This is an optimization exercise on Yosys and OpenROAD, whose aim is small area, a short achievable clock period and few clock cycles per item, not a production implementation. Only simulation tests tie the RTL to the original design; equivalence was not proved.

==> flow/design.v (excerpt) <==
module dct_4x4_core (
    input          clk,
    input          reset,
    input          i_valid,
    output         i_ready,
    input  [255:0] i_data,
    output         o_valid,
    input          o_ready,
    output [255:0] o_data
);
Size: roughly 4,600 cells after synthesis, roughly 370 flip-flops, ~520 I/O pins, roughly 42,000 µm² of cells after synthesis.
clock: 5.0 ns
lec_check: 0
cap_margin: 20
core_margin: 2
core_utilization: 40
place_density: 0.6
setup_slack_margin: 0.8
slew_margin: 20
run.sh (not shown) runs the stock make flow with config.mk's settings and CLKGATE_MAP_FILE= SYNTH_SCRIPT=/design/flow/synth_recipe.tcl, a recipe that flattens the netlist after the stock synthesis.
The starting point produced a clean layout.
Testbench counts at the start, summed over its fixed seeds: cycles 2,064, items 2,048.
Next try:
- CORE_UTILIZATION: 40 -> 60
- PLACE_DENSITY: 0.6 -> 0.75
- SETUP_SLACK_MARGIN: 0.8 -> 2.5
What happened: With this change the flow failed in global routing (GRT-0232). Synthesized cell count stays the same. Area after synthesis does not change.
Next try:
- CORE_UTILIZATION: 60 -> 40
- PLACE_DENSITY: 0.75 -> 0.6
- SETUP_SLACK_MARGIN: 2.5 -> 0.8
- TNS_END_PERCENT: default -> 10
The changed run produced a clean layout.
Synthesized cell count is unchanged.
Synthesized area does not change.
Next try:
==> flow/flow/run.sh (new file) <==
#!/bin/bash
# Layout flow: the standard ORFS flow, with one synthesis change: Yosys's
# full-adder extraction (extract_fa + ADDER_MAP_FILE techmap) is skipped, so
# that ABC maps the adders' logic itself.  Everything else (synth_recipe.tcl,
# flow settings, floorplan, CTS, routing) is standard.sh unchanged.
set -euo pipefail
bash standard.sh ADDER_MAP_FILE= synth > synth.log 2>&1
bash standard.sh > layout.log 2>&1
==> flow/standard.sh (new file) <==
#!/bin/bash
# synth_recipe.tcl (not shown) runs the flow's synth.tcl, then flattens the netlist and writes it again
# the make line also repeats each setting of config.mk as NAME=value (left out here)
make -C /OpenROAD-flow-scripts/flow DESIGN_CONFIG=/design/flow/config.mk WORK_HOME=/design/flow/orfs CLKGATE_MAP_FILE= SYNTH_SCRIPT=/design/flow/synth_recipe.tcl "${@:-finish}"
- TNS_END_PERCENT: 10 -> default
removed: flow/run.sh
Cell count is lower by about 7%; critical path depth does not change; sequential share of layout area is lower by 0.29 points; worst setup slack degrades by 0.29 ns; via count is lower by about 5%; routed wire length is lower by about 0.6%; utilization is higher by 8.4 points.

========
## v33
Starting RTL as in the previous note.
make LEC_CHECK=0 CAP_MARGIN=20 CORE_MARGIN=2 CORE_UTILIZATION=60 PLACE_DENSITY=0.75 SETUP_SLACK_MARGIN=1.5 SLEW_MARGIN=20 finish   # period 5.0 ns
Stock flow here: none of the scripts above is used.
Both conditions hold for v33: the flow ran to the end and the final layout passed the timing, design-rule and antenna checks.
Testbench counts of v33, summed over its fixed seeds: cycles 2,064, items 2,048.
[inputs] v15 vs v33
diff --git a/flow/config.mk b/flow/config.mk
--- a/flow/config.mk
+++ b/flow/config.mk
@@ -11,3 +11,3 @@
 export PLACE_DENSITY = 0.75
-export SETUP_SLACK_MARGIN = 1.5
+export SETUP_SLACK_MARGIN = 0.8
 export SLEW_MARGIN = 20
==> comparison <==
- Between v15 and v33, it is v15 whose final area is lower, by about 15%.
- v15: clock period minus final worst setup slack is 0.055 ns lower than what v33 reported.
- A start point of the critical path of z21_q[0]$_DFFE_PP_ is what v33 shows, while z03_q[0]$_DFFE_PP_ belongs to v15.
- Going from v33 to v15, sequential share of layout area higher, routed wire length shrank by 28 mm, reg2reg setup slack saw a decrease, diode insertion count for antenna repair has decreased.
[inputs] v8 vs v15
diff --git a/flow/config.mk b/flow/config.mk
--- a/flow/config.mk
+++ b/flow/config.mk
@@ -9,5 +9,6 @@
 export CORE_MARGIN = 2
-export CORE_UTILIZATION = 60
-export PLACE_DENSITY = 0.75
-export SETUP_SLACK_MARGIN = 0.8
+export CORE_UTILIZATION = 40
+export PLACE_DENSITY = 0.6
+export SETUP_SLACK_MARGIN = 1.1
 export SLEW_MARGIN = 20
+export TNS_END_PERCENT = 10
### Flow results
Compared with v15, in v8 die area shows an increase of 49%; delay of the slowest cell on the worst path shows an increase of 0.15 ns; utilization shows a reduction of 23 points.
Measured against each other, v15 and v8 differ in worst hold slack, the higher figure coming from v8.
In v8, the effective utilization at floorplan came out 20 points below the value in v15.
Looking at portion of the clock cycle consumed by the worst path in the final layout, v8 sits 1.1 points below v15.
v8 ended with every stage complete and zero timing, DRC or antenna violations.
Average cell area after synthesis delta (v8 -> v15): insignificant
From v15 to v8 the numbers moved as follows: maximum frequency now larger; detail-routed net length per standard cell saw a decrease.

========
run A:
Another version of the RTL of dct_4x4_core (not shown whole).
For scale: ~6100 cells after synthesis, ~530 flip-flops, ~520 I/O pins.
export LEC_CHECK = 0
export CAP_MARGIN = 20
export CORE_MARGIN = 2
export CORE_UTILIZATION = 55
export PLACE_DENSITY = 0.7
export SETUP_SLACK_MARGIN = 1.8
export SLEW_MARGIN = 20
create_clock -name core_clock -period 5.0 [get_ports {clk}]
standard.sh (not shown) runs the stock make flow with config.mk's settings and CLKGATE_MAP_FILE= SYNTH_SCRIPT=/design/flow/synth_recipe.tcl, a recipe that flattens the netlist after the stock synthesis.
==> flow/flow/run.sh <==
#!/bin/bash
# Layout flow: the standard ORFS flow (standard.sh), with two synthesis
# changes so that ABC maps the whole datapath for a delay target:
#  - Yosys's full/half-adder extraction is skipped (ADDER_MAP_FILE empty);
#  - ABC runs flow/abc_speed.script (delay-targeted map) in place of ORFS's
#    abc_speed.script, through a copy of ORFS's scripts folder that differs
#    only in that file.
# Synthesis is otherwise synth_recipe.tcl unchanged (same registers and names);
# floorplan to final layout is standard.sh unchanged.
set -euo pipefail
S="$PWD/scripts_abc"
rm -rf "$S"
cp -r "$FLOW_HOME/scripts" "$S"
cp flow/abc_speed.script "$S/abc_speed.script"
bash standard.sh SCRIPTS_DIR="$S" ADDER_MAP_FILE= synth > synth.log 2>&1
bash standard.sh > layout.log 2>&1
==> flow/flow/abc_speed.script <==
strash
dch
map -D 1750
topo
buffer -c
upsize -c -D 1750
dnsize -c -D 1750
Run A | status: complete | timing, DRC, antenna: pass
Testbench counts of run A, summed over its fixed seeds: cycles 2,072, items 2,048.
Relative to run A, the following input files were edited for run B:
- a change of SETUP_SLACK_MARGIN from 1.8 to 0.8
- a change of CORE_UTILIZATION from 55 to 40
- a change of PLACE_DENSITY from 0.7 to 0.6
==> flow/run.sh (new file) <==
#!/bin/bash
# synth_recipe.tcl (not shown) runs the flow's synth.tcl, then flattens the netlist and writes it again
# the make line also repeats each setting of config.mk as NAME=value (left out here)
make -C /OpenROAD-flow-scripts/flow DESIGN_CONFIG=/design/flow/config.mk WORK_HOME=/design/flow/orfs CLKGATE_MAP_FILE= SYNTH_SCRIPT=/design/flow/synth_recipe.tcl finish
removed: flow/flow/run.sh
removed: flow/flow/abc_speed.script
removed: flow/standard.sh
--- outcome ---
- Re peak per-stage delay on the critical path: run B is 0.09 ns up on run A.
- The run with more setup slack is run A; run B has less.
- In run B, non-clock buffer count is lower than in run A.
- Delta (run B minus run A): initial core utilization shrank by 15 points; sequential share of layout area shrank by 1.4 points.
- The final reports for run B and run A show post-CTS resize count lower in the former.
- met1 track demand over resource in global routing in run B is 14 points lower than in run A
- Changes observed in run B relative to run A: via count fell 6725; synthesized cell count fell 1462.
- Average routed wire per standard cell in run B vs run A: up about 10%
What run C does differently from run B at the input level:
- a change of CORE_UTILIZATION from 40 to 55
- a change of PLACE_DENSITY from 0.6 to 0.7
- a change of SETUP_SLACK_MARGIN from 0.8 to 1.9
==> flow/flow/run.sh (new file) <==
#!/bin/bash
# Layout flow: the standard ORFS flow (standard.sh), with two synthesis
# changes so that ABC maps the whole datapath for a delay target:
#  - Yosys's full/half-adder extraction is skipped (ADDER_MAP_FILE empty);
#  - ABC runs flow/abc_speed.script (delay-targeted map) in place of ORFS's
#    abc_speed.script, through a copy of ORFS's scripts folder that differs
#    only in that file.
# Synthesis is otherwise synth_recipe.tcl unchanged (same registers and names);
# floorplan to final layout is standard.sh unchanged.
set -euo pipefail
S="$PWD/scripts_abc"
rm -rf "$S"
cp -r "$FLOW_HOME/scripts" "$S"
cp flow/abc_speed.script "$S/abc_speed.script"
bash standard.sh SCRIPTS_DIR="$S" ADDER_MAP_FILE= synth > synth.log 2>&1
bash standard.sh > layout.log 2>&1
==> flow/flow/abc_speed.script (new file) <==
strash
dch
map -D 1750
topo
buffer -c
upsize -c -D 1750
dnsize -c -D 1750
==> flow/standard.sh (new file) <==
#!/bin/bash
# synth_recipe.tcl (not shown) runs the flow's synth.tcl, then flattens the netlist and writes it again
# the make line also repeats each setting of config.mk as NAME=value (left out here)
make -C /OpenROAD-flow-scripts/flow DESIGN_CONFIG=/design/flow/config.mk WORK_HOME=/design/flow/orfs CLKGATE_MAP_FILE= SYNTH_SCRIPT=/design/flow/synth_recipe.tcl "${@:-finish}"
removed: flow/run.sh
==> notes.md <==
Per the final summary, run C finished and its layout is clean on timing, DRC and antenna.
Compared with run B, in run C detailed-placement wirelength estimate climbed 3.7%; setup slack now larger; met2 routed wirelength now sits higher.
flop to flop as the class of the most critical setup path was reported by run B, and input pin to output port by run C.
[inputs] run D vs run C
- SETUP_SLACK_MARGIN changed from 1.9 to 1.8
==> flow/flow/abc_speed.script <==
strash
dch
map -D 1900
topo
buffer -c
upsize -c -D 1900
dnsize -c -D 1900
==> notes.md <==
- Changes observed in run D relative to run C: count of cells resized by post-cts repair increased 13; headroom to the max-slew limit climbed 3.1 points.
- Taking run C as the reference, in run D number of clock sinks seen by CTS held steady, number of clock buffers inserted by TritonCTS fell 2, placed cell area now sits lower.
- Met3 demand-to-capacity share in global routing: run C vs run D, no meaningful difference
- Routed wire length, run C and run D: larger value in run C
- Compared with run C, run D shows a higher post-layout minimum cycle time.
- Higher post-layout instance area among run C and run D: run C
Inputs modified between run D and run E:
- SETUP_SLACK_MARGIN: 1.8 -> 1.9
- CTS_BUF_LIST: unset -> sky130_fd_sc_hd__clkbuf_4 sky130_fd_sc_hd__clkbuf_8
==> flow/flow/abc_speed.script <==
strash
dch
map -D 1750
topo
buffer -c
upsize -c -D 1750
dnsize -c -D 1750
--- outcome ---
Changes observed in run E relative to run D: maximum clock rate rose by 17 MHz, routed wire length rose by 3000 µm.
Run E reached the final stage; the timing, design-rule and antenna checks on its layout passed.
In the tables for run E and run D, final instance area reads lower with run D.
Higher worst-margin pin slew goes to run E over run D.
Run E: number of diodes added for antenna fixing higher than run D

========
Starting RTL as in the previous note.
export LEC_CHECK = 0
export CAP_MARGIN = 20
export CORE_MARGIN = 2
export CORE_UTILIZATION = 55
export PLACE_DENSITY = 0.7
export SETUP_SLACK_MARGIN = 1.9
export SLEW_MARGIN = 20
create_clock -name core_clock -period 5.0 [get_ports {clk}]
==> flow/flow/run.sh <==
#!/bin/bash
# Layout flow: the standard ORFS flow (standard.sh), with two synthesis
# changes so that ABC maps the whole datapath for a delay target:
#  - Yosys's full/half-adder extraction is skipped (ADDER_MAP_FILE empty);
#  - ABC runs flow/abc_speed.script (delay-targeted map) in place of ORFS's
#    abc_speed.script, through a copy of ORFS's scripts folder that differs
#    only in that file.
# Synthesis is otherwise synth_recipe.tcl unchanged (same registers and names);
# floorplan to final layout is standard.sh unchanged.
set -euo pipefail
S="$PWD/scripts_abc"
rm -rf "$S"
cp -r "$FLOW_HOME/scripts" "$S"
cp flow/abc_speed.script "$S/abc_speed.script"
bash standard.sh SCRIPTS_DIR="$S" ADDER_MAP_FILE= synth > synth.log 2>&1
bash standard.sh > layout.log 2>&1
==> flow/flow/abc_speed.script <==
strash
dch
map -D 2000
topo
buffer -c
upsize -c -D 2000
dnsize -c -D 2000
Testbench counts at the start, summed over its fixed seeds: cycles 2,072, items 2,048.
Next try:
==> flow/run.sh (new file) <==
#!/bin/bash
# synth_recipe.tcl (not shown) runs the flow's synth.tcl, then flattens the netlist and writes it again
# the make line also repeats each setting of config.mk as NAME=value (left out here)
make -C /OpenROAD-flow-scripts/flow DESIGN_CONFIG=/design/flow/config.mk WORK_HOME=/design/flow/orfs CLKGATE_MAP_FILE= SYNTH_SCRIPT=/design/flow/synth_recipe.tcl finish
Settings changed: CORE_UTILIZATION 55 to 40, PLACE_DENSITY 0.7 to 0.6, SETUP_SLACK_MARGIN 1.9 to 1.8.
removed: flow/flow/run.sh
removed: flow/flow/abc_speed.script
removed: flow/standard.sh
Result: The new run produced a clean layout; design area rises by 17%; setup slack loses 0.87 ns; core utilization came out lower by 15 points; first-iteration DRC count came out lower by 22%; register-to-register slack degrades by 0.87 ns; die area increases by 48%; via count decreases by 9.0%.
Next try:
==> flow/flow/run.sh (new file) <==
#!/bin/bash
# Layout flow: the standard ORFS flow (standard.sh), with two synthesis
# changes so that ABC maps the whole datapath for a delay target:
#  - Yosys's full/half-adder extraction is skipped (ADDER_MAP_FILE empty);
#  - ABC runs flow/abc_speed.script (delay-targeted map) in place of ORFS's
#    abc_speed.script, through a copy of ORFS's scripts folder that differs
#    only in that file.
# Synthesis is otherwise synth_recipe.tcl unchanged (same registers and names);
# floorplan to final layout is standard.sh unchanged.
set -euo pipefail
S="$PWD/scripts_abc"
rm -rf "$S"
cp -r "$FLOW_HOME/scripts" "$S"
cp flow/abc_speed.script "$S/abc_speed.script"
bash standard.sh SCRIPTS_DIR="$S" ADDER_MAP_FILE= synth > synth.log 2>&1
bash standard.sh > layout.log 2>&1
==> flow/flow/abc_speed.script (new file) <==
strash
dch
map -D 2500
topo
buffer -c
upsize -c -D 2500
dnsize -c -D 2500
==> flow/standard.sh (new file) <==
#!/bin/bash
# synth_recipe.tcl (not shown) runs the flow's synth.tcl, then flattens the netlist and writes it again
# the make line also repeats each setting of config.mk as NAME=value (left out here)
make -C /OpenROAD-flow-scripts/flow DESIGN_CONFIG=/design/flow/config.mk WORK_HOME=/design/flow/orfs CLKGATE_MAP_FILE= SYNTH_SCRIPT=/design/flow/synth_recipe.tcl "${@:-finish}"
Settings changed: SETUP_SLACK_MARGIN 1.8 to 0.8.
removed: flow/run.sh
Wire length drops by roughly a tenth. First-iteration DRC count grows by about a fifth. Core utilization goes down by 8.9 points. Synthesized cell count goes up by a quarter to a third. Hold slack improves by 0.010 ns. Non-clock buffer count falls by 527. Die area falls by roughly a tenth. Synthesized area fell by roughly a tenth.
Next try:
==> flow/flow/abc_speed.script (replaced) <==
strash
dch
map -D 1750
topo
buffer -c
upsize -c -D 1750
dnsize -c -D 1750
Settings changed: CORE_UTILIZATION 40 to 55, PLACE_DENSITY 0.6 to 0.7, SETUP_SLACK_MARGIN 0.8 to 2.4.
=>
- cell area came out higher by 40%
- count of clock-buffer cells in the layout goes down by 13
- global-route usage is higher by 11 points
- final cell count went up by 9.3%
- die area went down by 23%
- setup slack improves by 0.0090 ns
- clock skew rose by 0.029 ns
- routed wire length rose by 58%
Next try:
Settings changed: SETUP_SLACK_MARGIN 2.4 to 2.0.
Result:
- The new run finished with timing, DRC and antenna clean
- via count goes down by about a fifth
- first-iteration DRC count decreases by well over a third
- global-route usage fell by 3.7 points
- clock-buffer cell count rises by 4
- hold slack is about the same
- sequential cell count stays the same
- routed wire length falls by a quarter to a third
- sequential share of layout area went up by 6.1 points
- design area fell by about a fifth
Next try:
Settings changed: CORE_UTILIZATION 55 to 65, PLACE_DENSITY 0.7 to 0.8.
What happened: The new run passed the timing, design-rule and antenna checks; sequential share of layout area drops by 0.17 points; routed wire length rose by about 7%; clock skew barely changes; via count came out higher by 5.5%; non-clock buffer count grows by 44; utilization rose by 13 points; cell area climbs by 0.58%.

========
## run 1
dct_4x4_core again, from the RTL that the note above started with.
==> flow/config.mk <==
export PLATFORM = sky130hd
export DESIGN_NAME = dct_4x4_core
export DESIGN_NICKNAME = dct_4x4_core
export VERILOG_FILES = /design/flow/design.v
export SDC_FILE = /design/flow/constraint.sdc
export NUM_CORES = 4
export LEC_CHECK = 0
export CAP_MARGIN = 20
export CORE_MARGIN = 2
export CORE_UTILIZATION = 55
export PLACE_DENSITY = 0.7
export SETUP_SLACK_MARGIN = 2.0
export SLEW_MARGIN = 20
==> flow/constraint.sdc <==
create_clock -name core_clock -period 5.0 [get_ports {clk}]
set_input_delay 1.0000 -clock core_clock [delete_from_list [all_inputs] [get_ports {clk}]]
set_output_delay 1.0000 -clock core_clock [all_outputs]
set_load 0.01 [all_outputs]
==> flow/flow/run.sh <==
#!/bin/bash
# Layout flow: the standard ORFS flow (standard.sh), with two synthesis
# changes so that ABC maps the whole datapath for a delay target:
#  - Yosys's full/half-adder extraction is skipped (ADDER_MAP_FILE empty);
#  - ABC runs flow/abc_speed.script (delay-targeted map) in place of ORFS's
#    abc_speed.script, through a copy of ORFS's scripts folder that differs
#    only in that file.
# Synthesis is otherwise synth_recipe.tcl unchanged (same registers and names);
# floorplan to final layout is standard.sh unchanged.
set -euo pipefail
S="$PWD/scripts_abc"
rm -rf "$S"
cp -r "$FLOW_HOME/scripts" "$S"
cp flow/abc_speed.script "$S/abc_speed.script"
bash standard.sh SCRIPTS_DIR="$S" ADDER_MAP_FILE= synth > synth.log 2>&1
bash standard.sh > layout.log 2>&1
==> flow/flow/abc_speed.script <==
strash
dch
map -D 1750
topo
buffer -c
upsize -c -D 1750
dnsize -c -D 1750
strash
dch
map -D 1750
topo
buffer -c
upsize -c -D 1750
dnsize -c -D 1750
Testbench counts of run 1, summed over its fixed seeds: cycles 2,072, items 2,048.
For run 2, these inputs were changed with respect to run 1:
- SETUP_SLACK_MARGIN: 2.0 -> 1.9
Findings:
Run 1: full flow OK, the timing, design-rule and antenna checks passed. Run 2: flow completed, timing, DRC and antenna clean. Setup slack of the critical path after layout: lower on run 1. S03_0_q[0]$_DFFE_PP_ as the launch point of the worst path was reported by run 1, and s12_3_q[0]$_DFFE_PP_ by run 2. Against run 1, run 2 reports a maximum net fanout on the critical path that is lower. From run 1 to run 2 the numbers moved as follows: fraction of area in clock buffers and inverters has increased, first-iteration DRC count lost about 0.3%, area of all placed cells without fillers went down.
--- input diff run 2..run 3 ---
- a change of SETUP_SLACK_MARGIN from 1.9 to 2.1
==> flow/flow/abc_speed.script <==
strash
dch
map -D 1600
topo
buffer -c
upsize -c -D 1600
dnsize -c -D 1600
==> notes.md <==
The run showing the smaller post-route worst hold slack is run 2. Diff run 2 -> run 3 | met3 wirelength from detailed routing | increase of about 20%. Run 3 | stages: all done | timing, DRC, antenna: all pass. Going from run 2 to run 3, sequential share of cell area down 2.9 points, clock tree buffer count of the final layout saw a decrease, aggregate global-route resource usage went up 1.3 points. Run 3 against run 2: global routing usage on met3 now smaller, total non-filler cell area in the finished layout now larger, global-route wire length before repair now larger.
Modified inputs, run 4 compared to run 3
- SETUP_SLACK_MARGIN: 2.1 -> 2.0
==> flow/flow/abc_speed.script <==
strash
dch
map -D 1650
topo
buffer -c
upsize -c -D 1650
dnsize -c -D 1650
## What came out
- Run 4 finished every stage and its layout cleared the timing, design-rule and antenna checks.
- Capturing element of the worst setup path = S12_2_q[8]$_DFFE_PP_: run 4; capturing element of the worst setup path = y03_q[10]$_DFFE_PP_: run 3
- Re number of instances in the synthesized netlist: run 3 and run 4 aren't equal, and the lower value belongs to run 4.
- Worst setup timing slack at the placement stage, run 3 and run 4, lower one = run 4.
- Utilization: run 4 lower than run 3
- Comparing run 3 and run 4, the lower maximum operating frequency was measured on run 4.
- Run 4 ended up with a lower area growth from synthesis to final layout than run 3 did.
- Where max-slew headroom at the worst pin is concerned, run 3 is better than run 4.
- Run 4: count of distinct cell types in the synthesized netlist 3 below run 3
- Relative to run 3, critical path depth in cells has gone down in run 4.
- Comparing run 3 and run 4, design area is higher on run 3.
- Looking only at worst slack on hold paths, and setting everything else aside, the higher value of run 3 and run 4 goes to run 3.
[inputs] run 5 vs run 4
- SETUP_SLACK_MARGIN now 2.1, was 2.0
==> flow/flow/abc_speed.script <==
strash
dch
map -D 2000
topo
buffer -c
upsize -c -D 2000
dnsize -c -D 2000
strash
dch
map -D 2000
topo
buffer -c
upsize -c -D 2000
dnsize -c -D 2000
### Flow results
Run 4 → run 5: die extent in y decreased by 4.6% relative to the old numbers; sequential cell count closely matched the old numbers.
Diff run 4 -> run 5: clock skew rose 0.0060 ns, final area rose 6700 sq um, number of cells on the critical path rose 3, overall die width fell about 4.6%.
Between run 5 and run 4, the met3 routing resource usage after global routing is lower for run 5.
Cell area after technology mapping on run 5 is ahead of run 4.
On arithmetic-cell share of the synthesized area counting full adders, half adders and majority gates, run 5 and run 4 are basically level.
[inputs] run 6 vs run 5
- SETUP_SLACK_MARGIN now 1.1, was 2.1
==> flow/flow/abc_speed.script <==
strash
dch
map -D 2000
topo
buffer -c
upsize -c -D 2000
dnsize -c -D 2000
[summary]
Run 6 ran to completion and came out clean on the timing, design-rule and antenna checks.
Delta (run 6 minus run 5): mapped cell area climbed about 4%; fraction of area in registers climbed 6.7 points.
Changes observed in run 6 relative to run 5: worst hold slack went down 0.015 ns, worst max-slew margin expressed relative to the limit went up by 0.90 points, maximum clock frequency down about 0.66%, core outline area went up.
Final wirelength: run 6 lower than run 5
Die footprint ends up higher on run 6.
Between run 5 and run 6, simple-gate share of the synthesized area increased.

-- port drivers added, routing unchanged --
The flow's constraints put no driver on any port. The routed layouts listed below were extracted and timed again, unchanged, in two steps.
Step 1 (the two cells are an assumption about what drives the block):
set clk [get_ports {clk}]
set_driving_cell -lib_cell sky130_fd_sc_hd__clkbuf_16 $clk
set_driving_cell -lib_cell sky130_fd_sc_hd__buf_2 [delete_from_list [all_inputs] $clk]
Step 2 also shifts input and output timing later by t, the mid clock arrival at the registers, as if the neighbouring blocks saw the same clock.
Three values: no drivers, after step 1, after step 2; two values: the first two.
run | t (ns) | setup WS [ns] | worst setup path after step 2
the first run of note 1 | 0.647 | 0.767 / 0.704 / 0.387 | input to register
the third run of note 1 | 0.649 | 0.584 / 0.521 / 0.217 | input to register
the fourth run of note 1 | 0.646 | 0.289 / 0.220 / 0.227 | input to register
v33 | 0.648 | 0.714 / 0.653 / 0.871 | input to register
v15 | 0.630 | 0.769 / 0.705 / 0.389 | input to register
v8 | 0.655 | 0.826 / 0.761 / 0.322 | input to register
run A | 0.723 | 1.842 / 1.817 / 1.313 | input to register
run B | 0.681 | 0.961 / 0.961 / 0.961 | register to register
run C | 0.723 | 1.937 / 1.912 / 1.348 | input to register
run D | 0.699 | 1.758 / 1.758 / 1.287 | input to register
run E | 0.772 | 1.929 / 1.904 / 1.335 | input to register
the first run of note 4 | 0.704 | 1.863 / 1.863 / 1.362 | input to register
the second run of note 4 | 0.712 | 0.996 / 0.996 / 0.996 | register to register
the third run of note 4 | 0.700 | 1.204 / 1.204 / 1.116 | input to register
the fourth run of note 4 | 0.744 | 1.213 / 1.213 / 1.213 | register to register
the fifth run of note 4 | 0.726 | 1.970 / 1.970 / 1.434 | input to register
the sixth run of note 4 | 0.705 | 1.886 / 1.886 / 1.339 | input to register
run 1 | 0.701 | 1.873 / 1.873 / 1.404 | input to register
run 2 | 0.701 | 1.929 / 1.929 / 1.295 | input to register
run 3 | 0.730 | 2.013 / 2.013 / 1.455 | input to register
run 4 | 0.707 | 1.987 / 1.987 / 1.431 | input to register
run 5 | 0.708 | 1.512 / 1.512 / 1.417 | input to register
run 6 | 0.701 | 1.489 / 1.489 / 1.147 | input to register
After both steps setup and hold are still met in every run listed. For run 2, which loses most, drivers alone change the setup slack by 0.000 ns; drivers and shift together by -0.634 ns.
